This design comes from an exercise in tuning for small area on the open sky130 flow, not from production work. The RTL was checked by simulation tests, not by an equivalence proof against the original design. No activity file was given, so power comes from the tool's default toggle rates.

File: flow/run.sh
#!/bin/bash
# synth_recipe.tcl (not shown) runs the flow's synth.tcl, then flattens the netlist and writes it again
# the make line also repeats each setting of config.mk as NAME=value (left out here)
make -C /OpenROAD-flow-scripts/flow DESIGN_CONFIG=/design/flow/config.mk WORK_HOME=/design/flow/orfs CLKGATE_MAP_FILE= SYNTH_SCRIPT=/design/flow/synth_recipe.tcl finish
File: flow/config.mk
export PLATFORM = sky130hd
export DESIGN_NAME = cfpu
export DESIGN_NICKNAME = cfpu
export VERILOG_FILES = /design/flow/design.v
export SDC_FILE = /design/flow/constraint.sdc
export NUM_CORES = 4
export LEC_CHECK = 0
export CAP_MARGIN = 20
export CORE_MARGIN = 2
export CORE_UTILIZATION = 40
export SLEW_MARGIN = 20
File: flow/constraint.sdc
create_clock -name core_clock -period 10.0 [get_ports {clk}]
set_input_delay 2.0000 -clock core_clock [delete_from_list [all_inputs] [get_ports {clk}]]
set_output_delay 2.0000 -clock core_clock [all_outputs]
set_load 0.01 [all_outputs]
File: flow/design.v
module cfpu(
	input										clk,
	input										reset,
	input [(10-1):0]				csr_address,
	input										csr_read,
	output [(32-1):0]				csr_readdata,
	input										csr_write,
	input [(32-1):0]				csr_writedata,
	output										csr_waitrequest,
	input [(10-1):0]		fprint_address,
	input										fprint_write,
	input [(32-1):0]				fprint_writedata,
	output										fprint_waitrequest,
	output										checkpoint_write,
	output [32-1 : 0]				checkpoint_writedata,
	output [27-1 : 0]			checkpoint_address,
	input										checkpoint_waitrequest,
	output										irq
);
integer i;
localparam CS_IDLE = 3'd0, CS_ACC = 3'd1, CS_WAIT = 3'd2, CS_CMPW = 3'd3, CS_ACK = 3'd4;
reg [2:0] cs;
wire exception_sel	= (csr_address == 10'd0);
wire success_sel	= (csr_address == 10'd2);
wire fail_sel		= (csr_address == 10'd3);
wire cat_sel		= (csr_address[5:0] == 6'd4);
wire nmr_sel		= (csr_address == 10'd5);
wire maxcount_sel	= (csr_address == 10'd6);
wire wr_known		= exception_sel | cat_sel | nmr_sel | maxcount_sel;
reg [15:0]	exception_reg;
reg [15:0]	success_reg;
reg [31:0]	fail_reg;
assign irq = exception_reg[6];
wire cmp_status_write;
always @(posedge clk or posedge reset) begin
	if (reset)
		cs <= CS_IDLE;
	else case (cs)
		CS_IDLE:
			if (csr_write) begin
				if (wr_known) cs <= CS_ACC;
			end else if (csr_read)
				cs <= CS_ACC;
			else if (cmp_status_write & ~irq)
				cs <= CS_CMPW;
		CS_ACC:  cs <= CS_WAIT;
		CS_CMPW: cs <= CS_ACK;
		default: cs <= CS_IDLE;
	endcase
end
assign csr_waitrequest = ~(cs == CS_WAIT);
wire csr_status_ack  = (cs == CS_ACK);
wire csr_regs_write  = (cs == CS_ACC) & csr_write & exception_sel;
wire csr_cat_write   = (cs == CS_ACC) & csr_write & cat_sel;
wire csr_nmr_write   = (cs == CS_ACC) & csr_write & nmr_sel;
wire csr_max_write   = (cs == CS_ACC) & csr_write & maxcount_sel;
wire cmp_regs_write  = (cs == CS_CMPW);
assign csr_readdata = exception_sel ? {16'd0, exception_reg} :
					  success_sel   ? {16'd0, success_reg} :
					  fail_sel      ? fail_reg : 32'd0;
wire [3:0]	csr_task	= csr_writedata[19:16];
wire [1:0]	csr_lcore	= csr_writedata[25:24];
reg [3:0]	tid;			 
reg			mismatch;
reg [1:0]	lcid;			 
always @(posedge clk or posedge reset) begin
	if (reset) begin
		exception_reg <= 0;
		success_reg <= 0;
		fail_reg <= 32'hffffffff;
	end else if (csr_regs_write) begin
		exception_reg <= csr_writedata[15:0];
		success_reg <= 0;
		fail_reg <= 32'hffffffff;
	end else if (cmp_regs_write) begin
		exception_reg[6] <= 1'b1;
		exception_reg[3:0] <= tid;
		exception_reg[5] <= mismatch;
		for (i = 0; i < 16; i = i + 1)
			if (tid == i) begin
				success_reg[i] <= ~mismatch;
				if (mismatch) fail_reg[2*i +: 2] <= lcid;
			end
	end
end
reg [3:0]	cat0 [0:15];
reg [3:0]	cat1 [0:15];
reg [3:0]	cat2 [0:15];
reg [9:0]	maxc [0:15];
reg [15:0]	nmr;
always @(posedge clk or posedge reset) begin
	if (reset) begin
		for (i = 0; i < 16; i = i + 1) begin
			cat0[i] <= 0; cat1[i] <= 0; cat2[i] <= 0; maxc[i] <= 0;
		end
		nmr <= 0;
	end else begin
		for (i = 0; i < 16; i = i + 1) begin
			if (csr_cat_write && csr_task == i && csr_lcore == 2'd0) cat0[i] <= csr_writedata[3:0];
			if (csr_cat_write && csr_task == i && csr_lcore == 2'd1) cat1[i] <= csr_writedata[3:0];
			if (csr_cat_write && csr_task == i && csr_lcore == 2'd2) cat2[i] <= csr_writedata[3:0];
			if (csr_max_write && csr_task == i) maxc[i] <= csr_writedata[9:0];
			if (csr_nmr_write && csr_task == i) nmr[i] <= csr_writedata[0];
		end
	end
end
wire cmp_nmr = nmr[tid];
localparam FF_IDLE = 2'd0, FF_WR = 2'd1, FF_WQ = 2'd2;
reg [1:0] ff;
reg [4:0]	fi_cnt;
reg [3:0]	fi_wp;
reg [3:0]	fi_q;			 
reg [25:0]	fi_ram [0:15];
wire fi_full  = (fi_cnt == 5'd15);
wire fi_empty = (fi_cnt == 5'd0);
always @(posedge clk or posedge reset) begin
	if (reset)
		ff <= FF_IDLE;
	else case (ff)
		FF_IDLE: if (fprint_write & ~fi_full) ff <= FF_WR;
		FF_WR:   ff <= FF_WQ;
		default: ff <= FF_IDLE;
	endcase
end
assign fprint_waitrequest = ~(ff == FF_WQ);
wire fi_wr = (ff == FF_WR);
wire is_fp_in = (fprint_address[3:0] == 4'd1);
wire [25:0] fi_in = {is_fp_in ? fprint_writedata[5] : fprint_writedata[4], is_fp_in,
					 fprint_address[7:4], fprint_writedata[3:0],
					 fprint_writedata[31:17],
					 is_fp_in ? fprint_writedata[16] : (fprint_address[3:0] == 4'd0)};
always @(posedge clk)
	if (fi_wr) fi_ram[fi_wp] <= fi_in;
localparam FS_IDLE = 3'd0, FS_CRW = 3'd1, FS_ACK = 3'd2, FS_RD = 3'd3,
		   FS_DEC = 3'd4, FS_RW = 3'd5, FS_MW = 3'd6;
reg [2:0] fs;
wire fi_rd = (fs == FS_RD);
always @(posedge clk or posedge reset) begin
	if (reset) begin
		fi_cnt <= 0; fi_wp <= 0; fi_q <= 4'hf;
	end else begin
		if (fi_wr) fi_wp <= fi_wp + 1'b1;
		if (fi_rd) fi_q <= fi_q + 1'b1;
		if (fi_wr & ~fi_rd) fi_cnt <= fi_cnt + 1'b1;
		else if (fi_rd & ~fi_wr) fi_cnt <= fi_cnt - 1'b1;
	end
end
wire [25:0]	fe		= fi_ram[fi_q];
wire [15:0]	fe_data	= fe[15:0];
wire [3:0]	fe_task	= fe[19:16];
wire [3:0]	fe_core	= fe[23:20];
wire		fe_fp	= fe[24];
wire		fe_k	= fe[25];
wire		fe_cs	= ~fe_fp & fe[0];
wire [1:0]	fe_lid	= (cat0[fe_task] == fe_core) ? 2'd0 :
					  (cat1[fe_task] == fe_core) ? 2'd1 :
					  (cat2[fe_task] == fe_core) ? 2'd2 : 2'd3;
reg [15:0]	checkout0, checkout1, checkout2;
reg [15:0]	checkin0, checkin1, checkin2;
wire fe_out = (fe_lid == 2'd0) ? checkout0[fe_task] :
			  (fe_lid == 2'd1) ? checkout1[fe_task] :
			  (fe_lid == 2'd2) ? checkout2[fe_task] : 1'b0;
localparam C_IDLE = 4'd0, C_SET = 4'd1, C_LOAD = 4'd2, C_CMP = 4'd3, C_CKPT = 4'd4,
		   C_INC = 4'd5, C_MM = 4'd6, C_RST = 4'd7, C_TCR = 4'd8, C_STW = 4'd9;
reg [3:0] cst;
assign cmp_status_write = (cst == C_STW);
wire fprint_reset_task = (cst == C_RST);
wire fprint_reset_ack  = (fs == FS_ACK);
always @(posedge clk or posedge reset) begin
	if (reset)
		fs <= FS_IDLE;
	else case (fs)
		FS_IDLE:
			if (fprint_reset_task) fs <= FS_CRW;
			else if (~fi_empty) fs <= FS_RD;
		FS_CRW: fs <= FS_ACK;
		FS_RD:  fs <= FS_DEC;
		FS_DEC:
			if (fe_fp) fs <= fe_out ? FS_MW : FS_IDLE;
			else fs <= FS_RW;
		default: fs <= FS_IDLE;
	endcase
end
always @(posedge clk or posedge reset) begin
	if (reset) begin
		checkout0 <= 0; checkout1 <= 0; checkout2 <= 0;
		checkin0 <= 0; checkin1 <= 0; checkin2 <= 0;
	end else begin
		for (i = 0; i < 16; i = i + 1) begin
			if (fs == FS_CRW) begin
				if (tid == i) begin
					checkout0[i] <= 0; checkout1[i] <= 0; checkout2[i] <= 0;
					checkin0[i] <= 0; checkin1[i] <= 0; checkin2[i] <= 0;
				end
			end else if (fs == FS_RW && fe_cs && fe_task == i) begin
				if (fe_k) begin
					if (fe_lid == 2'd0) checkout0[i] <= 1'b1;
					if (fe_lid == 2'd1) checkout1[i] <= 1'b1;
					if (fe_lid == 2'd2) checkout2[i] <= 1'b1;
				end else if (fe_out) begin
					if (fe_lid == 2'd0) checkin0[i] <= 1'b1;
					if (fe_lid == 2'd1) checkin1[i] <= 1'b1;
					if (fe_lid == 2'd2) checkin2[i] <= 1'b1;
				end
			end
		end
	end
end
wire [15:0] fprint_checkin = checkin0 & checkin1 & (checkin2 | ~nmr);
reg [3:0] task_check;
always @(*) begin
	task_check = 4'd0;
	for (i = 15; i >= 0; i = i - 1)
		if (fprint_checkin[i]) task_check = i;
end
reg [15:0]	fm00 [0:15];
reg [15:0]	fm01 [0:15];
reg [15:0]	fm10 [0:15];
reg [15:0]	fm11 [0:15];
reg [15:0]	fm20 [0:15];
reg [15:0]	fm21 [0:15];
wire mw = (fs == FS_MW);
always @(posedge clk) begin
	if (mw && fe_lid == 2'd0 && !fe_k) fm00[fe_task] <= fe_data;
	if (mw && fe_lid == 2'd0 &&  fe_k) fm01[fe_task] <= fe_data;
	if (mw && fe_lid == 2'd1 && !fe_k) fm10[fe_task] <= fe_data;
	if (mw && fe_lid == 2'd1 &&  fe_k) fm11[fe_task] <= fe_data;
	if (mw && fe_lid == 2'd2 && !fe_k) fm20[fe_task] <= fe_data;
	if (mw && fe_lid == 2'd2 &&  fe_k) fm21[fe_task] <= fe_data;
end
wire [31:0] rf0 = {fm01[tid], fm00[tid]};
wire [31:0] rf1 = {fm11[tid], fm10[tid]};
wire [31:0] rf2 = {fm21[tid], fm20[tid]};
reg m01, m12, m20;
always @(posedge clk) begin
	m01 <= (rf0 == rf1);
	m12 <= (rf1 == rf2);
	m20 <= (rf2 == rf0);
end
wire fmatch = m01 & ((m12 & m20) | ~cmp_nmr);
reg [9:0]	tcount [0:15];
wire		ckpt_ack;
wire		max_reached = (tcount[tid] == maxc[tid]);
always @(posedge clk or posedge reset) begin
	if (reset)
		cst <= C_IDLE;
	else case (cst)
		C_IDLE: if (|fprint_checkin) cst <= C_SET;
		C_SET:  cst <= C_LOAD;
		C_LOAD: cst <= C_CMP;
		C_CMP:  cst <= fmatch ? C_CKPT : C_MM;
		C_CKPT: if (ckpt_ack) cst <= C_INC;
		C_INC:  cst <= C_RST;
		C_MM:   cst <= C_RST;
		C_RST:
			if (fprint_reset_ack)
				cst <= (max_reached | mismatch) ? C_TCR : C_IDLE;
		C_TCR:  cst <= C_STW;
		C_STW:  if (csr_status_ack) cst <= C_IDLE;
		default: cst <= cst;
	endcase
end
always @(posedge clk or posedge reset) begin
	if (reset)
		mismatch <= 0;
	else if (cst == C_MM)
		mismatch <= 1'b1;
	else if (cst == C_IDLE)
		mismatch <= 1'b0;
end
always @(posedge clk)
	if (cst == C_MM)
		lcid <= ~cmp_nmr ? 2'd3 :
				(~m01 & ~m20) ? 2'd0 :
				(~m12 & ~m01) ? 2'd1 :
				(~m20 & ~m12) ? 2'd2 : 2'd3;
always @(posedge clk or posedge reset) begin
	if (reset)
		tid <= 0;
	else if (cst == C_SET)
		tid <= task_check;
end
always @(posedge clk or posedge reset) begin
	if (reset) begin
		for (i = 0; i < 16; i = i + 1) tcount[i] <= 0;
	end else begin
		for (i = 0; i < 16; i = i + 1)
			if (tid == i) begin
				if (cst == C_TCR) tcount[i] <= 0;
				else if (cst == C_INC) tcount[i] <= tcount[i] + 1'b1;
			end
	end
end
localparam P_IDLE = 2'd0, P_CK = 2'd1, P_ACK = 2'd2;
reg [1:0] ps;
reg [1:0] cp_lid;
wire cp_done = cmp_nmr ? (cp_lid == 2'd2) : (cp_lid == 2'd1);
assign ckpt_ack = (ps == P_ACK);
always @(posedge clk or posedge reset) begin
	if (reset)
		ps <= P_IDLE;
	else case (ps)
		P_IDLE: if (cst == C_CKPT) ps <= P_CK;
		P_CK:   if (cp_done) ps <= P_ACK;
		default: ps <= P_IDLE;
	endcase
end
always @(posedge clk)
	cp_lid <= (ps == P_CK) ? cp_lid + 1'b1 : 2'd0;
wire [3:0] cp_phys = (cp_lid == 2'd0) ? cat0[tid] :
					 (cp_lid == 2'd1) ? cat1[tid] :
					 (cp_lid == 2'd2) ? cat2[tid] : 4'd0;
reg [4:0]	co_cnt;
reg [3:0]	co_wp;
reg [3:0]	co_q;
reg [7:0]	co_ram [0:15];
wire co_full  = (co_cnt == 5'd15);
wire co_empty = (co_cnt == 5'd0);
wire co_wr = (ps == P_CK) & ~co_full;
localparam O_IDLE = 2'd0, O_RD = 2'd1, O_OUT = 2'd2;
reg [1:0] os;
wire co_rd = (os == O_RD);
always @(posedge clk)
	if (co_wr) co_ram[co_wp] <= {cp_phys, tid};
always @(posedge clk or posedge reset) begin
	if (reset) begin
		co_cnt <= 0; co_wp <= 0; co_q <= 4'hf;
	end else begin
		if (co_wr) co_wp <= co_wp + 1'b1;
		if (co_rd) co_q <= co_q + 1'b1;
		if (co_wr & ~co_rd) co_cnt <= co_cnt + 1'b1;
		else if (co_rd & ~co_wr) co_cnt <= co_cnt - 1'b1;
	end
end
always @(posedge clk or posedge reset) begin
	if (reset)
		os <= O_IDLE;
	else case (os)
		O_IDLE: if (~co_empty) os <= O_RD;
		O_RD:   os <= O_OUT;
		O_OUT:  if (~checkpoint_waitrequest) os <= O_IDLE;
		default: os <= O_IDLE;
	endcase
end
wire [7:0] co_out = co_ram[co_q];
assign checkpoint_write     = (os == O_OUT);
assign checkpoint_address   = {3'b110, co_out[7:4], 20'h0};
assign checkpoint_writedata = {23'd0, 1'b1, co_out};
endmodule
==> results of run 1 <==
worst paths after layout:
check / start / depth (start not counted) / to / slack, ps
max: fi_q[2] / 12 / fm10[14][15] / 2210
min: ps[1] / 1 / ps[0] / 440
max reg2reg: fi_q[2] / 12 / fm10[14][15] / 2210
min reg2reg: ps[1] / 1 / ps[0] / 440
max in group asynchronous: reset / 4 / maxc[6][6] / 6380
min in group asynchronous: reset / 2 / ff[1] / 1520
cell usage in the layout, fill, tap and decap left out, types with 21 or more instances in the layout:
master and count:
sky130_fd_sc_hd__nor2b_1 26, sky130_fd_sc_hd__xnor2_1 21, sky130_fd_sc_hd__mux2i_1 31, sky130_fd_sc_hd__clkbuf_8 23, sky130_fd_sc_hd__nor4_1 34, sky130_fd_sc_hd__mux4_2 625, sky130_fd_sc_hd__and2_1 26, sky130_fd_sc_hd__a21oi_1 172
sky130_fd_sc_hd__o21ai_1 22, sky130_fd_sc_hd__xor2_1 167, sky130_fd_sc_hd__clkinv_2 42, sky130_fd_sc_hd__nand2_1 441, sky130_fd_sc_hd__a22oi_1 205, sky130_fd_sc_hd__clkbuf_1 65, sky130_fd_sc_hd__dfrtp_1 691, sky130_fd_sc_hd__or3_1 75
sky130_fd_sc_hd__nor2_2 37, sky130_fd_sc_hd__dfstp_2 37, sky130_fd_sc_hd__clkinv_1 31, sky130_fd_sc_hd__o211ai_1 26, sky130_fd_sc_hd__ha_1 37, sky130_fd_sc_hd__conb_1 47, sky130_fd_sc_hd__a22o_1 59, sky130_fd_sc_hd__inv_1 57
sky130_fd_sc_hd__and3_1 46, sky130_fd_sc_hd__nand4_1 110, sky130_fd_sc_hd__buf_4 196, sky130_fd_sc_hd__clkbuf_16 309, sky130_fd_sc_hd__a31oi_1 26, sky130_fd_sc_hd__clkdlybuf4s50_1 111, sky130_fd_sc_hd__nor3_2 41, sky130_fd_sc_hd__mux2_2 379
sky130_fd_sc_hd__edfxtp_1 2082, sky130_fd_sc_hd__bufinv_16 24, sky130_fd_sc_hd__nand3_1 179, sky130_fd_sc_hd__o21ai_0 278, sky130_fd_sc_hd__nor2_1 333, sky130_fd_sc_hd__nor3_1 31, sky130_fd_sc_hd__a221oi_1 50
metrics by stage:
step | utilization, % | total power [mW]
after global routing | 45.9 | 33.7
final | 45.9 | 32.6
after detailed placement | 42.5 | 21.5
after global placement | 42.5 | 21.2
after floorplan | - | 18.6
after CTS | 45.8 | 32.6
cell families (layout without fill, tap and decap cells):
family                     count (synthesis)  after routing  share of synthesized area [%]
AOI/OAI and AO/OA                       1029           1029                           5.84
xor gates and xnor gates                 188            188                           1.39
adders and majority gates                 39             39                          0.425
buffers and inverters                    516            930                           1.91
DFF                                     2822           2822                           68.4
muxes                                   1057           1057                           16.1
other                                      2             49                        0.00634
and+or+nand+nor                         1469           1469                           5.87
cell type report:
class | count | area [µm²]
Antenna cell | 2 | 5.00
Clock buffer | 399 | 8310
Clock inverter | 133 | 1470
Fill cell | 25061 | 159000
Inverter | 60 | 229
Multi-Input combinational cell | 3829 | 35900
Sequential cell | 2822 | 81100
Tap cell | 3919 | 4900
Timing Repair Buffer | 338 | 3130
worst max-delay path, stage by stage (launching register included):
cell and delay, ps:
sky130_fd_sc_hd__dfstp_4 1020, sky130_fd_sc_hd__mux2i_1 250, sky130_fd_sc_hd__a22oi_1 520, sky130_fd_sc_hd__nand3_1 700
sky130_fd_sc_hd__nand2_1 840, sky130_fd_sc_hd__nor2_1 380, sky130_fd_sc_hd__a22o_1 270, sky130_fd_sc_hd__a31o_1 210
sky130_fd_sc_hd__and3_1 190, sky130_fd_sc_hd__nor3_2 530, sky130_fd_sc_hd__and3_1 660, sky130_fd_sc_hd__nand2_1 730
sky130_fd_sc_hd__nor2_2 1020
routing by layer:
metal	global-route usage (%)	up-vias
li1	-	28679
met1	30.3	35977
met2	32.9	2827
met3	3.36	633
met4	6.25	8
met5	0	-
power by group through the flow:
stage,Combinational (mW),Clock [mW],Sequential (mW)
after floorplan,3.60,0,15.0
after global placement,6.08,0,15.2
after detailed placement,6.34,0,15.2
after CTS,6.34,11.3,14.9
after global routing,7.03,11.7,14.9
final,6.66,11.1,14.9
==> summary.txt, run 1 <==
Synthesis
  – Synth top cells by count: sky130_fd_sc_hd__edfxtp_1, sky130_fd_sc_hd__dfrtp_1, sky130_fd_sc_hd__mux4_2
  – Top post-synthesis cells by area: sky130_fd_sc_hd__edfxtp_1, sky130_fd_sc_hd__dfrtp_1, sky130_fd_sc_hd__mux4_2, sky130_fd_sc_hd__mux2_2, sky130_fd_sc_hd__nand2_1
  – Synth Warn #: 6
  – Top-count cell post-synth: sky130_fd_sc_hd__edfxtp_1
  – Unique cell type count in the Yosys netlist: 101
  – Number of synthesized flops with an enable pin: 2082
  – Post-synth design cell area: 0.118 mm²
  – Ys async rst share: 26.0%
  – Top cell type's share of synthesized area: 52.8%
  – Flip-flop and latch count after synthesis: 2822
  – Syn Inst Count: 7122
  – Synth Area per Inst: 16.6 µm²
  – Synth area leader: sky130_fd_sc_hd__edfxtp_1
  – Share of the yosys chip area belonging to registers: 68.4%
  – Main flop type after synthesis: sky130_fd_sc_hd__edfxtp_1

GRT
  – Global-route wire length before repair: 469 mm
  – All-Layer GR Usage: 21.0%
  – Largest net degree at the start of global routing: 181
  – Antenna violations before repair: 12
  – Overflow left after global routing: 0
  – Vias in the first global route: 67525

CTS
  – Hold buffers post-CTS: 0
  – Count of instances resized after the clock tree is built: 0
  – Total number of clock tree sinks: 2822
  – Clock latency reported for the late side of the worst-skew pair: 860 ps
  – Clock tree root driver cell: sky130_fd_sc_hd__clkbuf_16
  – Number of buffers added for setup after CTS: 0
  – Bufs on Longest Clock Path: 4
  – TritonCTS clock tree: yes
  – TritonCTS Buffers: 303
  – H-tree levels: 5
  – Clock Pin Slew Worst Setup and Hold Paths: 60 ps

Power and ir drop
  – Switching power share of the total: 30.4%
  – Peak supply drop: 0.293 mV
  – Pwr per Cell Area: 241 mW/mm²
  – Sequential power share: 45.6%
  – Clk pwr share: 34.0%
  – Static Leak: 46.0 nW
  – Switching pwr: 9.90 mW
  – Int Power: 22.7 mW
  – Combinational Power Share: 20.4%

Floorplan
  – Number of I/O pins: 185
  – Die width: 548 µm
  – Full die area: 0.301 mm²
  – Die H: 548 µm
  – Initial Util: 40.3%
  – Standard cell core area: 0.294 mm²
  – Number of rows in the core area: 199

Layout
  – Non-filler cells, final: 11502
  – Post-route standard cell area excluding fillers: 0.135 mm²
  – Flip-flop count of the largest register, all copies and words added: 416
  – Largest Register: fi_ram
  – Fraction of layout cells with a size suffix above 1: 25.1%
  – Area added between synthesis and finish: 14.0%
  – Layout net count: 7483

Detailed routing
  – Routed length on met2: 150 mm
  – Routed wire length on met3: 23.0 mm
  – Vias per Instance: 5.92
  – Wire length per cell: 27.8 µm
  – Metal1 wirelength: 137 mm
  – Antenna Violating Nets Remaining: 0
  – Number of detailed-routing iterations run before antenna repair: 8
  – Routed WL: 320 mm
  – First-iteration detailed-routing DRC count: 8210
  – Via total after detailed routing: 68124
  – DRC violations left: 0
  – Top layer in use: met5

STA
  – Post-layout minimum cycle time: 7790 ps
  – Setup repair after global routing missed its margin: false
  – Slew headroom: 22.9%
  – Minimum hold slack: 438 ps
  – Setup TNS: 0 ps
  – Worst slew pin tran: 1160 ps
  – Final count of pins violating max slew: 0
  – Maximum frequency from static timing analysis: 128 MHz
  – Setup skew after layout: 52.4 ps
  – Final number of hold-violating endpoints: 0
  – Final Cycle Share: 77.9%
  – Least setup slack across all paths after layout: 2210 ps
  – Final setup violation count: 0

Worst setup path
  – Startpoint types: flip-flop
  – Arrival time of data at the critical path endpoint: 8260 ps
  – Critical setup path kind: flip-flop to flip-flop
  – Kind of capture point of the worst setup path: flip-flop
  – Required @ worst endpoint: 10470 ps
  – Largest driver fanout on the critical path: 35

Job
  – # Max-Cap Violations: 0

Place
  – Area after DPL: 0.125 mm²
  – IO Port Bufs: 115
  – Sum of net half-perimeters after detailed placement: 196 mm
  – Final weighted congestion in routability-driven placement: 0.917
  – Cell count after placement: 10955
  – Setup slack after placement: 2460 ps

Outcome
  – Outcome: complete, no violations

Min path
  – Worst min-delay path category: flip-flop to flip-flop
==> run 2, diff against run 1 <==
--- a/flow/design.v
+++ b/flow/design.v
@@ -112,3 +112,5 @@
 reg [3:0]	fi_q;			 
-reg [25:0]	fi_ram [0:15];
+reg [25:0]	fr0 [0:7];
+reg [25:0]	fr1 [0:7];
+reg			fph;
 wire fi_full  = (fi_cnt == 5'd15);
@@ -131,4 +133,9 @@
 					 is_fp_in ? fprint_writedata[16] : (fprint_address[3:0] == 4'd0)};
-always @(posedge clk)
-	if (fi_wr) fi_ram[fi_wp] <= fi_in;
+wire fi_commit = ((ff == FF_WR) | ((ff == FF_IDLE) & fprint_write & ~fi_full)) & (fi_wp[0] ^ fph);
+always @(posedge clk) begin
+	for (i = 0; i < 8; i = i + 1) begin
+		fr1[i] <= fr0[i];
+		fr0[i] <= (fi_commit && fi_wp[3:1] == i) ? fi_in : fr1[i];
+	end
+end
 localparam FS_IDLE = 3'd0, FS_CRW = 3'd1, FS_ACK = 3'd2, FS_RD = 3'd3,
@@ -139,4 +146,5 @@
 	if (reset) begin
-		fi_cnt <= 0; fi_wp <= 0; fi_q <= 4'hf;
+		fi_cnt <= 0; fi_wp <= 0; fi_q <= 4'hf; fph <= 0;
 	end else begin
+		fph <= ~fph;
 		if (fi_wr) fi_wp <= fi_wp + 1'b1;
@@ -147,3 +155,3 @@
 end
-wire [25:0]	fe		= fi_ram[fi_q];
+wire [25:0]	fe		= (fi_q[0] ^ fph) ? fr1[fi_q[3:1]] : fr0[fi_q[3:1]];
 wire [15:0]	fe_data	= fe[15:0];
@@ -215,20 +223,39 @@
 end
-reg [15:0]	fm00 [0:15];
-reg [15:0]	fm01 [0:15];
-reg [15:0]	fm10 [0:15];
-reg [15:0]	fm11 [0:15];
-reg [15:0]	fm20 [0:15];
-reg [15:0]	fm21 [0:15];
+reg [15:0]	fm [0:95];		 
+reg [1:0]	mph;
+reg			pvalid;
+reg [15:0]	pv;
+reg [3:0]	pt;
+reg [2:0]	pch;
 wire mw = (fs == FS_MW);
+wire paligned = ((pt[1:0] + mph) == 2'd3);
+always @(posedge clk) begin
+	mph <= mph + 1'b1;
+	if (mw) begin
+		pvalid <= (fe_lid != 2'd3);
+		pv <= fe_data;
+		pt <= fe_task;
+		pch <= {fe_lid, fe_k};
+	end else if (paligned)
+		pvalid <= 1'b0;
+end
 always @(posedge clk) begin
-	if (mw && fe_lid == 2'd0 && !fe_k) fm00[fe_task] <= fe_data;
-	if (mw && fe_lid == 2'd0 &&  fe_k) fm01[fe_task] <= fe_data;
-	if (mw && fe_lid == 2'd1 && !fe_k) fm10[fe_task] <= fe_data;
-	if (mw && fe_lid == 2'd1 &&  fe_k) fm11[fe_task] <= fe_data;
-	if (mw && fe_lid == 2'd2 && !fe_k) fm20[fe_task] <= fe_data;
-	if (mw && fe_lid == 2'd2 &&  fe_k) fm21[fe_task] <= fe_data;
-end
-wire [31:0] rf0 = {fm01[tid], fm00[tid]};
-wire [31:0] rf1 = {fm11[tid], fm10[tid]};
-wire [31:0] rf2 = {fm21[tid], fm20[tid]};
+	for (i = 0; i < 24; i = i + 1) begin
+		fm[i*4+1] <= fm[i*4+0];
+		fm[i*4+2] <= fm[i*4+1];
+		fm[i*4+3] <= fm[i*4+2];
+		fm[i*4+0] <= (pvalid && paligned && {pch, pt[3:2]} == i) ? pv : fm[i*4+3];
+	end
+end
+wire [1:0] rpos = tid[1:0] + mph;
+wire [3:0] ridx = {tid[3:2], rpos};
+wire [15:0] fr00 = (pvalid && pt == tid && pch == 3'd0) ? pv : fm[0*16 + ridx];
+wire [15:0] fr01 = (pvalid && pt == tid && pch == 3'd1) ? pv : fm[1*16 + ridx];
+wire [15:0] fr10 = (pvalid && pt == tid && pch == 3'd2) ? pv : fm[2*16 + ridx];
+wire [15:0] fr11 = (pvalid && pt == tid && pch == 3'd3) ? pv : fm[3*16 + ridx];
+wire [15:0] fr20 = (pvalid && pt == tid && pch == 3'd4) ? pv : fm[4*16 + ridx];
+wire [15:0] fr21 = (pvalid && pt == tid && pch == 3'd5) ? pv : fm[5*16 + ridx];
+wire [31:0] rf0 = {fr01, fr00};
+wire [31:0] rf1 = {fr11, fr10};
+wire [31:0] rf2 = {fr21, fr20};
 reg m01, m12, m20;
@@ -240,5 +267,8 @@
 wire fmatch = m01 & ((m12 & m20) | ~cmp_nmr);
-reg [9:0]	tcount [0:15];
+reg [9:0]	tc0 [0:7];
+reg [9:0]	tc1 [0:7];
+reg			tc_late;
+wire [9:0]	tc_rd = (tid[0] ^ fph) ? tc1[tid[3:1]] : tc0[tid[3:1]];
 wire		ckpt_ack;
-wire		max_reached = (tcount[tid] == maxc[tid]);
+wire		max_reached = (tc_rd == maxc[tid]);
 always @(posedge clk or posedge reset) begin
@@ -282,11 +312,17 @@
 end
+wire tc_wr = (cst == C_INC) | (cst == C_TCR);
+wire tc_commit = (tc_wr & (tid[0] ^ fph)) | tc_late;
+wire [9:0] tc_data = ((cst == C_INC) | (cst == C_RST)) ? tc_rd + 1'b1 : 10'd0;
 always @(posedge clk or posedge reset) begin
 	if (reset) begin
-		for (i = 0; i < 16; i = i + 1) tcount[i] <= 0;
+		tc_late <= 0;
+		for (i = 0; i < 8; i = i + 1) begin
+			tc0[i] <= 0; tc1[i] <= 0;
+		end
 	end else begin
-		for (i = 0; i < 16; i = i + 1)
-			if (tid == i) begin
-				if (cst == C_TCR) tcount[i] <= 0;
-				else if (cst == C_INC) tcount[i] <= tcount[i] + 1'b1;
-			end
+		tc_late <= tc_wr & ~(tid[0] ^ fph);
+		for (i = 0; i < 8; i = i + 1) begin
+			tc1[i] <= tc0[i];
+			tc0[i] <= (tc_commit && tid[3:1] == i) ? tc_data : tc1[i];
+		end
 	end
--- a/flow/config.mk
+++ b/flow/config.mk
@@ -9,3 +9,6 @@
 export CORE_MARGIN = 2
-export CORE_UTILIZATION = 40
+export CORE_UTILIZATION = 50
+export CTS_BUF_LIST = sky130_fd_sc_hd__clkbuf_8
+export CTS_CLUSTER_DIAMETER = 50
+export CTS_CLUSTER_SIZE = 12
 export SLEW_MARGIN = 20
==> summary.txt, run 2 <==
Synthesis
  – Flip-flop and latch count after synthesis: 2850 (was 2822)
  – Post-synth design cell area: 0.103 mm² (was 0.118 mm²)
  – Fraction of the mapped netlist area in simple logic gates: 8.39% (was 5.87%)
  – Top cell type's share of synthesized area: 38.2% (was 52.8%)
  – Compound-gate portion of the synthesized area: 13.5% (was 5.84%)
  – Number of synthesized flops with an enable pin: 154 (was 2082)
  – Synth area leader: sky130_fd_sc_hd__dfxtp_1 (was sky130_fd_sc_hd__edfxtp_1)
  – Synth Warn #: 10 (was 6)
  – Share of the yosys chip area belonging to registers: 60.8% (was 68.4%)
  – Parity-gate share of the synthesized area counting xor and xnor cells: 1.32% (was 1.39%)
  – Synth top cells by count: sky130_fd_sc_hd__dfxtp_1, sky130_fd_sc_hd__mux2_2, sky130_fd_sc_hd__nand2_1 (was sky130_fd_sc_hd__edfxtp_1, sky130_fd_sc_hd__dfrtp_1, sky130_fd_sc_hd__mux4_2)
  – Top-count cell post-synth: sky130_fd_sc_hd__dfxtp_1 (was sky130_fd_sc_hd__edfxtp_1)
  – Post-synthesis mux area share: 12.7% (was 16.1%)
  – Main flop type after synthesis: sky130_fd_sc_hd__dfxtp_1 (was sky130_fd_sc_hd__edfxtp_1)
  – Ys async rst share: 25.9% (was 26.0%)
  – Syn Inst Count: 8753 (was 7122)
  – Dominant combinational cell family by area after synthesis: compound AO/OA/AOI/OAI gates (was multiplexers)
  – Synth Area per Inst: 11.7 µm² (was 16.6 µm²)
  – Unique cell type count in the Yosys netlist: 104 (was 101)
  – Top post-synthesis cells by area: sky130_fd_sc_hd__dfxtp_1, sky130_fd_sc_hd__dfrtp_1, sky130_fd_sc_hd__mux2_2, sky130_fd_sc_hd__edfxtp_1, sky130_fd_sc_hd__a22oi_1 (was sky130_fd_sc_hd__edfxtp_1, sky130_fd_sc_hd__dfrtp_1, sky130_fd_sc_hd__mux4_2, sky130_fd_sc_hd__mux2_2, sky130_fd_sc_hd__nand2_1)
  – Adder-cell share of the synthesized area: 0.295% (was 0.425%)

Layout
  – Area added between synthesis and finish: 9.28% (was 14.0%)
  – Fraction of layout cells with a size suffix above 1: 19.5% (was 25.1%)
  – Largest registers: fm: 1536 flops, fr0: 208 flops, fr1: 208 flops
  – Largest Register: fm (was fi_ram)
  – Fill cells: 17376 (was 25061)
  – Flip-flop count of the largest register, all copies and words added: 1536 (was 416)
  – Most frequent standard cell in the layout excluding fill and tap cells: sky130_fd_sc_hd__dfxtp_1 (was sky130_fd_sc_hd__edfxtp_1)
  – Multi-input combinational cell area: 0.0376 mm² (was 0.0359 mm²)
  – Area occupied by registers: 0.0624 mm² (was 0.0811 mm²)
  – Leading cell types in the layout, fill and taps excluded: sky130_fd_sc_hd__dfxtp_1, sky130_fd_sc_hd__mux2_2, sky130_fd_sc_hd__nand2_1 (was sky130_fd_sc_hd__edfxtp_1, sky130_fd_sc_hd__dfrtp_1, sky130_fd_sc_hd__mux4_2)
  – Layout net count: 8894 (was 7483)

Floorplan
  – Initial Util: 50.2% (was 40.3%)
  – Die H: 457 µm (was 548 µm)
  – Number of I/O pins: 185 (unchanged)
  – Standard cell core area: 0.204 mm² (was 0.294 mm²)
  – Number of rows in the core area: 166 (was 199)
  – Die width: 457 µm (was 548 µm)
  – Full die area: 0.209 mm² (was 0.301 mm²)

Job
  – # Max-Cap Violations: 0 (unchanged)

STA
  – Worst slew pin tran: 1190 ps (was 1160 ps)
  – Post-layout minimum cycle time: 7250 ps (was 7790 ps)
  – Setup skew after layout: 86.0 ps (was 52.4 ps)
  – Setup repair after global routing missed its margin: false (unchanged)
  – Maximum frequency from static timing analysis: 138 MHz (was 128 MHz)
  – Final setup violation count: 0 (unchanged)
  – Slew headroom: 19.9% (was 22.9%)
  – Final count of pins violating max slew: 0 (unchanged)
  – Final Cycle Share: 72.5% (was 77.9%)
  – Least setup slack across all paths after layout: 2750 ps (was 2210 ps)
  – Final number of hold-violating endpoints: 0 (unchanged)
  – Minimum hold slack: 302 ps (was 438 ps)

CTS
  – TritonCTS Buffers: 311 (was 303)
  – Clock latency reported for the late side of the worst-skew pair: 1110 ps (was 860 ps)
  – H-tree levels: 5 (unchanged)
  – Number of buffers added for setup after CTS: 0 (unchanged)
  – Clock Pin Slew Worst Setup and Hold Paths: 80 ps (was 60 ps)
  – Hold buffers post-CTS: 0 (unchanged)
  – Count of instances resized after the clock tree is built: 0 (unchanged)
  – Total number of clock tree sinks: 2850 (was 2822)
  – Clock tree root driver cell: sky130_fd_sc_hd__clkbuf_8 (was sky130_fd_sc_hd__clkbuf_16)
  – Bufs on Longest Clock Path: 4 (unchanged)
  – TritonCTS clock tree: yes (unchanged)

Detailed routing
  – Routed WL: 326 mm (was 320 mm)
  – Number of detailed-routing iterations run before antenna repair: 8 (unchanged)
  – Antenna Violating Nets Remaining: 0 (unchanged)
  – Via total after detailed routing: 72128 (was 68124)
  – First-iteration detailed-routing DRC count: 7035 (was 8210)
  – Vias per Instance: 6.22 (was 5.92)
  – Wire length per cell: 28.1 µm (was 27.8 µm)
  – DRC violations left: 0 (unchanged)

Worst setup path
  – Bufs and invs on worst path: 3 (was 0)
  – Critical setup path kind: flip-flop to flip-flop (unchanged)
  – Family of cells with the greatest summed delay on the critical path: simple AND/OR/NAND/NOR gates (unchanged)
  – Startpoint types: flip-flop (unchanged)
  – Arrival time of data at the critical path endpoint: 8200 ps (was 8260 ps)
  – Kind of capture point of the worst setup path: flip-flop (unchanged)
  – Library cell contributing the largest single delay on the critical path: sky130_fd_sc_hd__dfstp_4 (unchanged)
  – Maximum cell stage delay along the critical path: 1050 ps (was 1020 ps)
  – Required @ worst endpoint: 10950 ps (was 10470 ps)
  – Largest driver fanout on the critical path: 48 (was 35)
  – Critical path, cell by cell: buf_4 -> nand2_1 -> o2bb2ai_1 -> a211o_1 -> o211ai_4 -> buf_4 -> inv_2 -> nor2_1 -> a32o_1 -> a2111oi_0 -> and4b_1 -> nor3_1 -> and3_1 -> nor3_4 -> nand2_1 -> o21ai_0 (was mux2i_1 -> a22oi_1 -> nand3_1 -> nand2_1 -> nor2_1 -> a22o_1 -> a31o_1 -> and3_1 -> nor3_2 -> and3_1 -> nand2_1 -> nor2_2)
  – Slack of the worst reg-to-reg path: 2750 ps (was 2210 ps)

Power and ir drop
  – Switching pwr: 9.19 mW (was 9.90 mW)
  – Peak supply drop: 0.347 mV (was 0.293 mV)
  – Combinational Power Share: 23.0% (was 20.4%)
  – Sum of internal, switching and leakage power: 27.4 mW (was 32.6 mW)
  – Int Power: 18.2 mW (was 22.7 mW)
  – Switching power share of the total: 33.5% (was 30.4%)
  – Clk pwr share: 27.6% (was 34.0%)
  – Pwr per Cell Area: 244 mW/mm² (was 241 mW/mm²)
  – Sequential power share: 49.4% (was 45.6%)
  – Static Leak: 45.7 nW (was 46.0 nW)

GRT
  – Overflow left after global routing: 0 (unchanged)
  – Vias in the first global route: 72430 (was 67525)
  – All-Layer GR Usage: 30.6% (was 21.0%)
  – Global-route wire length before repair: 482 mm (was 469 mm)
  – Largest net degree at the start of global routing: 167 (was 181)
  – Antenna violations before repair: 10 (was 12)

Min path
  – Worst min-delay path category: flip-flop to flip-flop (unchanged)

Place
  – Sum of net half-perimeters after detailed placement: 194 mm (was 196 mm)
  – Final weighted congestion in routability-driven placement: 0.919 (was 0.917)
  – IO Port Bufs: 115 (unchanged)
  – Setup slack after placement: 2920 ps (was 2460 ps)

Outcome
  – Outcome: complete, no violations (unchanged)
[run 2: worst register-to-register path: stages (launching register included)]
cell and delay [ps]:
sky130_fd_sc_hd__dfstp_4 1050, sky130_fd_sc_hd__buf_4 670, sky130_fd_sc_hd__nand2_1 370, sky130_fd_sc_hd__o2bb2ai_1 230
sky130_fd_sc_hd__a211o_1 170, sky130_fd_sc_hd__o211ai_4 70, sky130_fd_sc_hd__buf_4 270, sky130_fd_sc_hd__inv_2 680
sky130_fd_sc_hd__nor2_1 250, sky130_fd_sc_hd__a32o_1 280, sky130_fd_sc_hd__a2111oi_0 890, sky130_fd_sc_hd__and4b_1 320
sky130_fd_sc_hd__nor3_1 90, sky130_fd_sc_hd__and3_1 340, sky130_fd_sc_hd__nor3_4 800, sky130_fd_sc_hd__nand2_1 370
sky130_fd_sc_hd__o21ai_0 270
[run 2: worst paths after layout]
path	startpoint	endpoint	cells after the start
worst max register to register	fi_q[2]	checkin2[1]	16
min in group asynchronous	reset	fi_wp[0]	2
worst min-delay path	fm[48][3]	fm[49][3]	0
worst min register to register	fm[48][3]	fm[49][3]	0
worst max-delay path	fi_q[2]	checkin2[1]	16
max in group asynchronous	reset	maxc[11][9]	4
[run 2: routing by layer]
metal	GRT usage (%)	part of all wire, %
met5	0	0
met4	10.5	3.5
met3	5.81	8.3
met2	47.7	45
met1	42.6	43
[run 2: per-stage QoR]
step	setup TNS [ps]	instance area, µm²	utilization, %	std cells
final	0	112000	54.9	11598
after global routing	0	112000	54.9	11597
after CTS	0	112000	54.9	11590
after detailed placement	0	106000	52.2	11153
after global placement	0	106000	52.1	11153
after floorplan	-1440610	103000	-	8798
[run 2: cells by family (layout without fill, tap and decap cells)]
logic type / count (synthesis) / after routing
buf+inv: 728 / 835
compound gates: 1916 / 1916
xor+xnor: 151 / 151
mux: 1112 / 1112
other cells: 2 / 52
fa+ha+maj: 23 / 23
simple gates: 1971 / 1971
flops: 2850 / 2850
[run 2: layout make-up]
cell class / instances / share of cell area, %
Timing Repair Buffer: 325 / 2.60
Clock inverter: 104 / 0.851
Antenna cell: 5 / 0.0112
Tap cell: 2688 / 3.00
Inverter: 73 / 0.250
Clock buffer: 333 / 4.09
Multi-Input combinational cell: 5220 / 33.6
Sequential cell: 2850 / 55.6
[run 2: power groups by stage]
stage | clock, mW | combinational (mW) | sequential [mW]
3_5_place_dp | 0 | 6.13 | 13.8
6_report | 7.55 | 6.29 | 13.5
4_1_cts | 7.67 | 6.16 | 13.5
3_3_place_gp | 0 | 6.06 | 13.7
5_1_grt | 8.12 | 6.64 | 13.7
2_1_floorplan | 0 | 4.27 | 13.4
==> run 3, diff against run 2 <==
--- a/flow/config.mk
+++ b/flow/config.mk
@@ -7,2 +7,3 @@
 export LEC_CHECK = 0
+export ABC_AREA = 1
 export CAP_MARGIN = 20
@@ -12,3 +13,3 @@
 export CTS_CLUSTER_DIAMETER = 50
-export CTS_CLUSTER_SIZE = 12
+export CTS_CLUSTER_SIZE = 16
 export SLEW_MARGIN = 20
==> summary.txt, run 3 <==
Job
  – # Max-Cap Violations: 0 (unchanged)

Layout
  – Leading cell types in the layout, fill and taps excluded: sky130_fd_sc_hd__nand2_1, sky130_fd_sc_hd__dfxtp_1, sky130_fd_sc_hd__o21ai_0 (was sky130_fd_sc_hd__dfxtp_1, sky130_fd_sc_hd__mux2_2, sky130_fd_sc_hd__nand2_1)
  – Most frequent standard cell in the layout excluding fill and tap cells: sky130_fd_sc_hd__nand2_1 (was sky130_fd_sc_hd__dfxtp_1)
  – Flip-flop count of the largest register, all copies and words added: 1536 (unchanged)
  – Multi-input combinational cell area: 0.0341 mm² (was 0.0376 mm²)
  – Post-route standard cell area excluding fillers: 0.110 mm² (was 0.112 mm²)
  – Fill cells: 18163 (was 17376)
  – Largest Register: fm (unchanged)
  – Layout net count: 10895 (was 8894)
  – Area occupied by registers: 0.0623 mm² (was 0.0624 mm²)
  – Largest registers: fm: 1536 flops, fr0: 208 flops, fr1: 208 flops (unchanged)
  – Area added between synthesis and finish: 8.51% (was 9.28%)
  – Fraction of layout cells with a size suffix above 1: 6.74% (was 19.5%)

GRT
  – Antenna violations before repair: 12 (was 10)
  – Largest net degree at the start of global routing: 148 (was 167)
  – All-Layer GR Usage: 29.9% (was 30.6%)
  – Overflow left after global routing: 0 (unchanged)
  – Global-route wire length before repair: 473 mm (was 482 mm)
  – Vias in the first global route: 75916 (was 72430)

Floorplan
  – Standard cell core area: 0.200 mm² (was 0.204 mm²)
  – Die width: 453 µm (was 457 µm)
  – Full die area: 0.206 mm² (was 0.209 mm²)
  – Die H: 453 µm (was 457 µm)
  – Initial Util: 50.4% (was 50.2%)
  – Number of rows in the core area: 164 (was 166)
  – Number of I/O pins: 185 (unchanged)

Synthesis
  – Number of synthesized flops with an enable pin: 154 (unchanged)
  – Share of the yosys chip area belonging to registers: 61.7% (was 60.8%)
  – Syn Inst Count: 10829 (was 8753)
  – Top-count cell post-synth: sky130_fd_sc_hd__nand2_1 (was sky130_fd_sc_hd__dfxtp_1)
  – Main flop type after synthesis: sky130_fd_sc_hd__dfxtp_1 (unchanged)
  – Synth Area per Inst: 9.33 µm² (was 11.7 µm²)
  – Synth Warn #: 10 (unchanged)
  – Top cell type's share of synthesized area: 38.8% (was 38.2%)
  – Post-synth design cell area: 0.101 mm² (was 0.103 mm²)
  – Top post-synthesis cells by area: sky130_fd_sc_hd__dfxtp_1, sky130_fd_sc_hd__dfrtp_1, sky130_fd_sc_hd__nand2_1, sky130_fd_sc_hd__o21ai_0, sky130_fd_sc_hd__edfxtp_1 (was sky130_fd_sc_hd__dfxtp_1, sky130_fd_sc_hd__dfrtp_1, sky130_fd_sc_hd__mux2_2, sky130_fd_sc_hd__edfxtp_1, sky130_fd_sc_hd__a22oi_1)
  – Unique cell type count in the Yosys netlist: 68 (was 104)
  – Flip-flop and latch count after synthesis: 2850 (unchanged)
  – Synth area leader: sky130_fd_sc_hd__dfxtp_1 (unchanged)
  – Synth top cells by count: sky130_fd_sc_hd__nand2_1, sky130_fd_sc_hd__dfxtp_1, sky130_fd_sc_hd__o21ai_0 (was sky130_fd_sc_hd__dfxtp_1, sky130_fd_sc_hd__mux2_2, sky130_fd_sc_hd__nand2_1)
  – Ys async rst share: 25.9% (unchanged)

Detailed routing
  – Routed WL: 311 mm (was 326 mm)
  – DRC violations left: 0 (unchanged)
  – Number of detailed-routing iterations run before antenna repair: 8 (unchanged)
  – Wire length per cell: 22.8 µm (was 28.1 µm)
  – Via total after detailed routing: 78538 (was 72128)
  – Antenna Violating Nets Remaining: 0 (unchanged)
  – First-iteration detailed-routing DRC count: 8083 (was 7035)
  – Vias per Instance: 5.77 (was 6.22)

STA
  – Final number of hold-violating endpoints: 0 (unchanged)
  – Setup TNS: 0 ps (unchanged)
  – Final count of pins violating max slew: 0 (unchanged)
  – Setup repair after global routing missed its margin: false (unchanged)
  – Post-layout minimum cycle time: 7020 ps (was 7250 ps)
  – Final setup violation count: 0 (unchanged)
  – Slew headroom: 17.4% (was 19.9%)
  – Setup skew after layout: 69.8 ps (was 86.0 ps)
  – Maximum frequency from static timing analysis: 143 MHz (was 138 MHz)
  – Final Cycle Share: 70.2% (was 72.5%)
  – Worst slew pin tran: 1230 ps (was 1190 ps)

CTS
  – Clock Pin Slew Worst Setup and Hold Paths: 100 ps (was 80 ps)
  – TritonCTS clock tree: yes (unchanged)
  – Bufs on Longest Clock Path: 3 (was 4)
  – H-tree levels: 4 (was 5)
  – Clock tree root driver cell: sky130_fd_sc_hd__clkbuf_8 (unchanged)
  – TritonCTS Buffers: 240 (was 311)
  – Number of buffers added for setup after CTS: 0 (unchanged)
  – Hold buffers post-CTS: 0 (unchanged)
  – Total number of clock tree sinks: 2850 (unchanged)
  – Count of instances resized after the clock tree is built: 0 (unchanged)
  – Clock latency reported for the late side of the worst-skew pair: 1120 ps (was 1110 ps)

Worst setup path
  – Kind of capture point of the worst setup path: output pin (was flip-flop)
  – Slack of the worst reg-to-reg path: 3390 ps (was 2750 ps)
  – Largest driver fanout on the critical path: 22 (was 48)
  – Family of cells with the greatest summed delay on the critical path: buffers and inverters (was simple AND/OR/NAND/NOR gates)
  – Maximum cell stage delay along the critical path: 580 ps (was 1050 ps)
  – Critical path's most frequent cell: sky130_fd_sc_hd__inv_1
  – Critical path, cell by cell: clkdlybuf4s50_1 -> nor2_1 -> inv_1 -> nor2_1 -> nand3_1 -> inv_1 -> nand2_1 -> o211ai_1 -> o21ai_0 -> inv_1 -> clkdlybuf4s50_1 (was buf_4 -> nand2_1 -> o2bb2ai_1 -> a211o_1 -> o211ai_4 -> buf_4 -> inv_2 -> nor2_1 -> a32o_1 -> a2111oi_0 -> and4b_1 -> nor3_1 -> and3_1 -> nor3_4 -> nand2_1 -> o21ai_0)
  – Bufs and invs on worst path: 5 (was 3)
  – Startpoint types: input pin (was flip-flop)
  – Library cell contributing the largest single delay on the critical path: sky130_fd_sc_hd__nand3_1 (was sky130_fd_sc_hd__dfstp_4)
  – Required @ worst endpoint: 8000 ps (was 10950 ps)
  – Arrival time of data at the critical path endpoint: 5020 ps (was 8200 ps)
  – Critical setup path kind: input pin to output pin (was flip-flop to flip-flop)

Place
  – Final weighted congestion in routability-driven placement: 0.937 (was 0.919)
  – Sum of net half-perimeters after detailed placement: 192 mm (was 194 mm)
  – IO Port Bufs: 115 (unchanged)
  – Area after DPL: 0.105 mm² (was 0.106 mm²)

Power and ir drop
  – Static Leak: 45.2 nW (was 45.7 nW)
  – Pwr per Cell Area: 263 mW/mm² (was 244 mW/mm²)
  – Peak supply drop: 0.410 mV (was 0.347 mV)

Outcome
  – Outcome: complete, no violations (unchanged)

Min path
  – Worst min-delay path category: flip-flop to flip-flop (unchanged)
[run 3: changes by cell type after synthesis, moves of 60 or more]
cell	change
sky130_fd_sc_hd__nand3_1	+187
sky130_fd_sc_hd__nand4_1	+241
sky130_fd_sc_hd__o21ai_0	+979
sky130_fd_sc_hd__nand2_1	+2008
sky130_fd_sc_hd__a22oi_1	-237
sky130_fd_sc_hd__mux2_2	-907
sky130_fd_sc_hd__inv_1	+446
sky130_fd_sc_hd__a22o_1	-99
sky130_fd_sc_hd__mux2i_1	-109
sky130_fd_sc_hd__mux4_2	-60
[run 3: final cells by class]
cell class,count,area share (%)
inverter,546,1.91
multi-input combinational,6841,31.2
clock buffer,256,3.22
antenna,9,0.0206
tap,2656,3.03
timing repair buffer,303,2.48
clock inverter,150,1.31
sequential,2850,56.9
[run 3: cell families (layout without fill, tap and decap cells)]
logic type                 count (synthesis)  count (layout)  share of synthesized area (%)
adders and majority gates                 23              23                          0.300
buffers and inverters                   1183            1255                           4.80
AOI/OAI and AO/OA                       2409            2409                           14.4
DFF                                     2850            2850                           61.7
xor gates and xnor gates                 122             122                           1.06
and+or+nand+nor                         4208            4208                           17.4
other                                      2              56                        0.00744
muxes                                     32              32                          0.317
[run 3: through the flow]
step / power, mW / cells / util (%) / hold WS (ps) / worst slack, ps
2_1_floorplan: 18.9 / 10874 / - / 324 / -2070
3_3_place_gp: 21.8 / 13193 / 52.2 / 329 / 2980
3_5_place_dp: 22.0 / 13193 / 52.2 / 332 / 3010
4_1_cts: 28.8 / 13599 / 54.7 / 296 / 3000
5_1_grt: 30.2 / 13609 / 54.7 / 302 / 2730
6_report: 28.8 / 13611 / 54.7 / 297 / 2980
[run 3: where the power goes]
group / total [mW] / switching [mW] / internal, mW
clock network: 6.91 / 4.15 / 2.76
registers: 13.7 / 0.852 / 12.9
logic: 8.20 / 6.12 / 2.07
[run 3: final timing paths]
path                                start              end  cells past startpoint
min in group asynchronous           reset       cat0[4][0]                      3
hold / removal                  fm[61][0]        fm[62][0]                      0
setup reg to reg                  fi_q[3]     checkin0[11]                     21
max in group asynchronous           reset  success_reg[12]                      4
hold reg to reg                 fm[61][0]        fm[62][0]                      0
setup / recovery           csr_address[9]  csr_readdata[4]                     11
[run 3: routing by layer]
metal / vias to the layer above / wire, µm / track usage [%]
met5: - / 0 / 0
met1: 38365 / 137000 / 42.9
met2: 3224 / 138000 / 46.1
met3: 579 / 26800 / 5.29
li1: 36370 / - / -
met4: 0 / 9110 / 9.06
==> run 4, diff against run 3 <==
--- a/flow/config.mk
+++ b/flow/config.mk
@@ -11,5 +11,5 @@
 export CORE_UTILIZATION = 50
-export CTS_BUF_LIST = sky130_fd_sc_hd__clkbuf_8
-export CTS_CLUSTER_DIAMETER = 50
-export CTS_CLUSTER_SIZE = 16
+export CTS_BUF_LIST = sky130_fd_sc_hd__clkbuf_16
+export CTS_CLUSTER_DIAMETER = 60
+export CTS_CLUSTER_SIZE = 24
 export SLEW_MARGIN = 20
==> summary.txt, run 4 <==
Outcome
  – Outcome: complete, no violations (unchanged)

Place
  – IO Port Bufs: 115 (unchanged)
  – Final weighted congestion in routability-driven placement: 0.937 (unchanged)
  – Sum of net half-perimeters after detailed placement: 192 mm (unchanged)
  – Setup slack after placement: 3010 ps (unchanged)

Power and ir drop
  – Static Leak: 45.4 nW (was 45.2 nW)
  – Peak supply drop: 0.394 mV (was 0.410 mV)
  – Pwr per Cell Area: 270 mW/mm² (was 263 mW/mm²)

Layout
  – Largest Register: fm (unchanged)
  – Area added between synthesis and finish: 9.40% (was 8.51%)
  – Layout net count: 10827 (was 10895)
  – Largest registers: fm: 1536 flops, fr0: 208 flops, fr1: 208 flops (unchanged)
  – Leading cell types in the layout, fill and taps excluded: sky130_fd_sc_hd__nand2_1, sky130_fd_sc_hd__dfxtp_1, sky130_fd_sc_hd__o21ai_0 (unchanged)
  – Most frequent standard cell in the layout excluding fill and tap cells: sky130_fd_sc_hd__nand2_1 (unchanged)
  – Area occupied by registers: 0.0623 mm² (unchanged)
  – Fraction of layout cells with a size suffix above 1: 5.99% (was 6.74%)
  – Fill cells: 17949 (was 18163)
  – Flip-flop count of the largest register, all copies and words added: 1536 (unchanged)
  – Multi-input combinational cell area: 0.0341 mm² (unchanged)

Floorplan
  – Die width: 453 µm (unchanged)
  – Die H: 453 µm (unchanged)
  – Initial Util: 50.4% (unchanged)
  – Number of I/O pins: 185 (unchanged)
  – Number of rows in the core area: 164 (unchanged)
  – Full die area: 0.206 mm² (unchanged)
  – Standard cell core area: 0.200 mm² (unchanged)

CTS
  – H-tree levels: 4 (unchanged)
  – Bufs on Longest Clock Path: 3 (unchanged)
  – Number of buffers added for setup after CTS: 0 (unchanged)
  – Clock Pin Slew Worst Setup and Hold Paths: 90 ps (was 100 ps)
  – Clock latency reported for the late side of the worst-skew pair: 870 ps (was 1120 ps)
  – TritonCTS Buffers: 172 (was 240)
  – Total number of clock tree sinks: 2850 (unchanged)
  – Clock tree root driver cell: sky130_fd_sc_hd__clkbuf_16 (was sky130_fd_sc_hd__clkbuf_8)
  – Hold buffers post-CTS: 0 (unchanged)
  – TritonCTS clock tree: yes (unchanged)
  – Count of instances resized after the clock tree is built: 0 (unchanged)

STA
  – Final count of pins violating max slew: 0 (unchanged)
  – Final Cycle Share: 70.1% (was 70.2%)
  – Post-layout minimum cycle time: 7010 ps (was 7020 ps)
  – Setup skew after layout: 36.0 ps (was 69.8 ps)
  – Worst slew pin tran: 1240 ps (was 1230 ps)
  – Setup repair after global routing missed its margin: false (unchanged)
  – Minimum hold slack: 327 ps (was 297 ps)
  – Final number of hold-violating endpoints: 0 (unchanged)
  – Maximum frequency from static timing analysis: 143 MHz (about the same)
  – Least setup slack across all paths after layout: 2990 ps (was 2980 ps)
  – Slew headroom: 16.5% (was 17.4%)
  – Final setup violation count: 0 (unchanged)

GRT
  – Met3 Resource Use GR: 4.83% (was 5.29%)
  – Vias in the first global route: 75297 (was 75916)
  – Overflow left after global routing: 0 (unchanged)
  – All-Layer GR Usage: 29.8% (was 29.9%)
  – Antenna violations before repair: 12 (unchanged)
  – Met2 Track Usage GR: 46.4% (was 46.1%)
  – Global-route wire length before repair: 471 mm (was 473 mm)
  – Met1 Usage GRT: 42.9% (about the same)
  – Busiest grt layer: met2 (unchanged)
  – Largest net degree at the start of global routing: 148 (unchanged)

Synthesis
  – Flip-flop and latch count after synthesis: 2850 (unchanged)
  – Top-count cell post-synth: sky130_fd_sc_hd__nand2_1 (unchanged)
  – Post-synth design cell area: 0.101 mm² (unchanged)
  – Synth area leader: sky130_fd_sc_hd__dfxtp_1 (unchanged)
  – Adder-cell share of the synthesized area: 0.300% (unchanged)
  – Synth Area per Inst: 9.33 µm² (unchanged)
  – Compound-gate portion of the synthesized area: 14.4% (unchanged)
  – Share of the yosys chip area belonging to registers: 61.7% (unchanged)
  – Main flop type after synthesis: sky130_fd_sc_hd__dfxtp_1 (unchanged)
  – Dominant combinational cell family by area after synthesis: simple AND/OR/NAND/NOR gates (unchanged)
  – Top post-synthesis cells by area: sky130_fd_sc_hd__dfxtp_1, sky130_fd_sc_hd__dfrtp_1, sky130_fd_sc_hd__nand2_1, sky130_fd_sc_hd__o21ai_0, sky130_fd_sc_hd__edfxtp_1 (unchanged)
  – Post-synthesis mux area share: 0.317% (unchanged)
  – Number of synthesized flops with an enable pin: 154 (unchanged)
  – Ys async rst share: 25.9% (unchanged)
  – Top cell type's share of synthesized area: 38.8% (unchanged)
  – Unique cell type count in the Yosys netlist: 68 (unchanged)
  – Synth top cells by count: sky130_fd_sc_hd__nand2_1, sky130_fd_sc_hd__dfxtp_1, sky130_fd_sc_hd__o21ai_0 (unchanged)
  – Syn Inst Count: 10829 (unchanged)
  – Parity-gate share of the synthesized area counting xor and xnor cells: 1.06% (unchanged)
  – Fraction of the mapped netlist area in simple logic gates: 17.4% (unchanged)
  – Synth Warn #: 10 (unchanged)

Worst setup path
  – Arrival time of data at the critical path endpoint: 5010 ps (was 5020 ps)
  – Largest driver fanout on the critical path: 22 (unchanged)
  – Slack of the worst reg-to-reg path: 3390 ps (about the same)
  – CP endpoint: csr_readdata[4] (unchanged)
  – Worst reg2reg endpoint: checkin0[11] (unchanged)
  – Launching element of the worst setup path: csr_address[9] (unchanged)
  – Required @ worst endpoint: 8000 ps (about the same)
  – Worst reg2reg path startpoint: fi_q[3] (unchanged)
  – Reg2Reg Depth: 21 (unchanged)
  – Kind of capture point of the worst setup path: output pin (unchanged)
  – Startpoint types: input pin (unchanged)
  – Critical setup path kind: input pin to output pin (unchanged)

Detailed routing
  – Routed WL: 310 mm (was 311 mm)
  – Antenna Violating Nets Remaining: 0 (unchanged)
  – Number of detailed-routing iterations run before antenna repair: 6 (was 8)
  – Via total after detailed routing: 78260 (was 78538)
  – First-iteration detailed-routing DRC count: 8644 (was 8083)
  – Vias per Instance: 5.79 (was 5.77)
  – DRC violations left: 0 (unchanged)
  – Wire length per cell: 23.0 µm (was 22.8 µm)

Min path
  – Worst min-delay path category: flip-flop to flip-flop (unchanged)

Job
  – # Max-Cap Violations: 0 (unchanged)
run 4: how the worst min path moves through the flow:
stage	start	endpoint	slack [ps]	depth (start not counted)
after floorplan	fm[0][1]	fm[1][1]	320	0
after global placement	fr0[0][22]	fr1[0][22]	330	0
after detailed placement	fr0[1][5]	fr1[1][5]	330	0
after CTS	fm[12][15]	fm[13][15]	320	0
after global routing	fm[78][12]	fm[79][12]	330	0
final	fm[12][15]	fm[13][15]	330	0
run 4: metal layers:
metal	vias up	share of wire, %
met5	-	0
met1	38181	44
met4	0	2.8
li1	36297	-
met2	3239	45
met3	543	8.5
run 4: final cells by class:
type	instances	area share, %
sequential	2850	56.4
multi-input combinational	6841	30.9
clock buffer	176	3.99
tap	2656	3.01
timing repair buffer	303	2.46
inverter	546	1.89
clock inverter	135	1.32
antenna	7	0.0159
run 4: where the power goes:
part	switching (mW)	total (mW)	internal [mW]
sequential	0.852	13.7	12.9
clock	4.21	7.86	3.64
combinational	6.14	8.21	2.07
run 4: metrics by stage:
| stage | total power, mW | area [µm²] | instances | utilization (%) | setup TNS [ps] |
|---|---|---|---|---|---|
| after floorplan | 18.9 | 101000 | 10874 | - | -1440610 |
| final | 29.8 | 110000 | 13514 | 55.2 | 0 |
| after global routing | 31.1 | 110000 | 13509 | 55.2 | 0 |
| after CTS | 29.7 | 110000 | 13504 | 55.1 | 0 |
| after global placement | 21.8 | 105000 | 13193 | 52.2 | 0 |
| after detailed placement | 22.0 | 105000 | 13193 | 52.2 | 0 |
run 4: worst max-delay path, stage by stage:
cell,delay (ps)
sky130_fd_sc_hd__clkdlybuf4s50_1,400
sky130_fd_sc_hd__nor2_1,270
sky130_fd_sc_hd__inv_1,70
sky130_fd_sc_hd__nor2_1,170
sky130_fd_sc_hd__nand3_1,580
sky130_fd_sc_hd__inv_1,510
sky130_fd_sc_hd__nand2_1,130
sky130_fd_sc_hd__o211ai_1,110
sky130_fd_sc_hd__o21ai_0,110
sky130_fd_sc_hd__inv_1,80
sky130_fd_sc_hd__clkdlybuf4s50_1,570
run 4: cell families (layout without fill, tap and decap cells):
group	after synthesis	after routing
AO/OA/AOI/OAI	2409	2409
XOR/XNOR	122	122
adder cells (fa/ha/maj)	23	23
buffers and inverters	1183	1160
flip-flops	2850	2850
multiplexers	32	32
other	2	54
AND/OR/NAND/NOR	4208	4208
==> run 5, diff against run 4 <==
==> flow/config.mk (replaced) <==
export PLATFORM = sky130hd
export DESIGN_NAME = cfpu
export DESIGN_NICKNAME = cfpu
export VERILOG_FILES = /design/flow/design.v
export SDC_FILE = /design/flow/constraint.sdc
export NUM_CORES = 4
export LEC_CHECK = 0
export CAP_MARGIN = 20
export CORE_MARGIN = 2
export CORE_UTILIZATION = 40
export SLEW_MARGIN = 20
==> summary.txt, run 5 <==
Synthesis
  – Synth top cells by count: sky130_fd_sc_hd__dfxtp_1, sky130_fd_sc_hd__mux2_2, sky130_fd_sc_hd__nand2_1 (was sky130_fd_sc_hd__nand2_1, sky130_fd_sc_hd__dfxtp_1, sky130_fd_sc_hd__o21ai_0)
  – Synth Warn #: 10 (unchanged)
  – Main flop type after synthesis: sky130_fd_sc_hd__dfxtp_1 (unchanged)
  – Top-count cell post-synth: sky130_fd_sc_hd__dfxtp_1 (was sky130_fd_sc_hd__nand2_1)
  – Number of synthesized flops with an enable pin: 154 (unchanged)
  – Syn Inst Count: 8753 (was 10829)

Power and ir drop
  – Sum of internal, switching and leakage power: 31.3 mW (was 29.8 mW)
  – Pwr per Cell Area: 267 mW/mm² (was 270 mW/mm²)

Outcome
  – Outcome: complete, no violations (unchanged)

Detailed routing
  – Top layer in use: met5 (was met4)
  – Vias per Instance: 5.89 (was 5.79)
  – Antenna Violating Nets Remaining: 0 (unchanged)
  – Routed length on met2: 148 mm (was 138 mm)
  – Routed WL: 328 mm (was 310 mm)
  – Via total after detailed routing: 72903 (was 78260)
  – Routed wire length on met3: 26.8 mm (was 26.2 mm)

Layout
  – Post-route standard cell area excluding fillers: 0.117 mm² (was 0.110 mm²)
  – Fraction of layout cells with a size suffix above 1: 20.2% (was 5.99%)
  – Area added between synthesis and finish: 14.5% (was 9.40%)
  – Largest Register: fm (unchanged)
  – Layout net count: 8889 (was 10827)
  – Leading cell types in the layout, fill and taps excluded: sky130_fd_sc_hd__dfxtp_1, sky130_fd_sc_hd__mux2_2, sky130_fd_sc_hd__nand2_1 (was sky130_fd_sc_hd__nand2_1, sky130_fd_sc_hd__dfxtp_1, sky130_fd_sc_hd__o21ai_0)
  – Most frequent standard cell in the layout excluding fill and tap cells: sky130_fd_sc_hd__dfxtp_1 (was sky130_fd_sc_hd__nand2_1)

Job
  – # Max-Cap Violations: 0 (unchanged)

GRT
  – All-Layer GR Usage: 24.6% (was 29.8%)
  – Global-route wire length before repair: 485 mm (was 471 mm)

STA
  – Worst slew pin tran: 1340 ps (was 1240 ps)
  – Final count of pins violating max slew: 0 (unchanged)
  – Maximum frequency from static timing analysis: 132 MHz (was 143 MHz)
  – Setup TNS: 0 ps (unchanged)
  – Setup skew after layout: 54.5 ps (was 36.0 ps)
  – Slew headroom: 10.6% (was 16.5%)
  – Final number of hold-violating endpoints: 0 (unchanged)

Worst setup path
  – Kind of capture point of the worst setup path: output pin (unchanged)
  – Slack of the worst reg-to-reg path: 2880 ps (was 3390 ps)
  – Arrival time of data at the critical path endpoint: 5570 ps (was 5010 ps)

Place
  – Cell count after placement: 11830 (was 13193)
  – Setup slack after placement: 2260 ps (was 3010 ps)
  – Sum of net half-perimeters after detailed placement: 197 mm (was 192 mm)
  – IO Port Bufs: 115 (unchanged)

CTS
  – Clock Pin Slew Worst Setup and Hold Paths: 60 ps (was 90 ps)
  – Clock latency reported for the late side of the worst-skew pair: 940 ps (was 870 ps)
  – Count of instances resized after the clock tree is built: 0 (unchanged)
  – H-tree levels: 5 (was 4)
  – Total number of clock tree sinks: 2850 (unchanged)
  – TritonCTS clock tree: yes (unchanged)

Floorplan
  – Initial Util: 40.3% (was 50.4%)
  – Number of I/O pins: 185 (unchanged)

Min path
  – Worst min-delay path category: flip-flop to flip-flop (unchanged)
==> run 5: cell types whose count changed after synthesis, moves of 41 or more <==
cell / delta
sky130_fd_sc_hd__o21ai_0: -979
sky130_fd_sc_hd__and3_1: +41
sky130_fd_sc_hd__inv_1: -446
sky130_fd_sc_hd__mux2i_1: +109
sky130_fd_sc_hd__nand4_1: -241
sky130_fd_sc_hd__a22o_1: +99
sky130_fd_sc_hd__a22oi_1: +237
sky130_fd_sc_hd__nand2_1: -2008
sky130_fd_sc_hd__mux2_2: +907
sky130_fd_sc_hd__nand3_1: -187
sky130_fd_sc_hd__mux4_2: +60
sky130_fd_sc_hd__a31oi_1: +47
sky130_fd_sc_hd__o211ai_1: -51
==> run 5: logic make-up (layout without fill, tap and decap cells) <==
family,after synthesis,in the layout,share of synthesized area (%)
DFF,2850,2850,60.8
and+or+nand+nor,1971,1971,8.39
xor gates and xnor gates,151,151,1.32
adders and majority gates,23,23,0.295
buffers and inverters,728,931,3.03
muxes,1112,1112,12.7
other,2,56,0.00732
AOI/OAI and AO/OA,1916,1916,13.5
==> run 5: area by class of cell <==
cell class	instances	area [µm²]
multi-input combinational	5220	37600
clock inverter	96	867
fill	23025	137000
timing repair buffer	322	2910
clock buffer	440	9150
inverter	73	280
tap	3366	4210
antenna	9	22.5
sequential	2850	62400
==> run 5: path summary, 6_finish.rpt <==
check / startpoint / end / cells past startpoint
setup / recovery: csr_address[7] / csr_readdata[16] / 6
hold / removal: fr0[2][6] / fr1[2][6] / 0
setup reg to reg: fi_q[2] / checkin2[10] / 15
hold reg to reg: fr0[2][6] / fr1[2][6] / 0
max in group asynchronous: reset / tc0[0][2] / 4
min in group asynchronous: reset / success_reg[11] / 2
==> run 5: report_power, final <==
part	leakage (nW)	internal, mW	switching, mW	total, mW
registers	27.3	12.8	0.784	13.5
clock network	4.98	6.67	4.63	11.3
logic	15.5	2.01	4.47	6.48
==> run 5: per-layer routing <==
metal  track usage, %  vias to the layer above
met5                0                        -
met1             33.8                    36759
met3             4.46                      824
met2             38.7                     3420
li1                 -                    31890
met4             9.47                       10
==> run 5: critical path, cell delays in order <==
cell and delay (ps):
sky130_fd_sc_hd__clkdlybuf4s50_1 510, sky130_fd_sc_hd__nor4_2 960, sky130_fd_sc_hd__or3b_2 700, sky130_fd_sc_hd__nor2_1 620, sky130_fd_sc_hd__and2_1 220, sky130_fd_sc_hd__clkdlybuf4s50_1 530
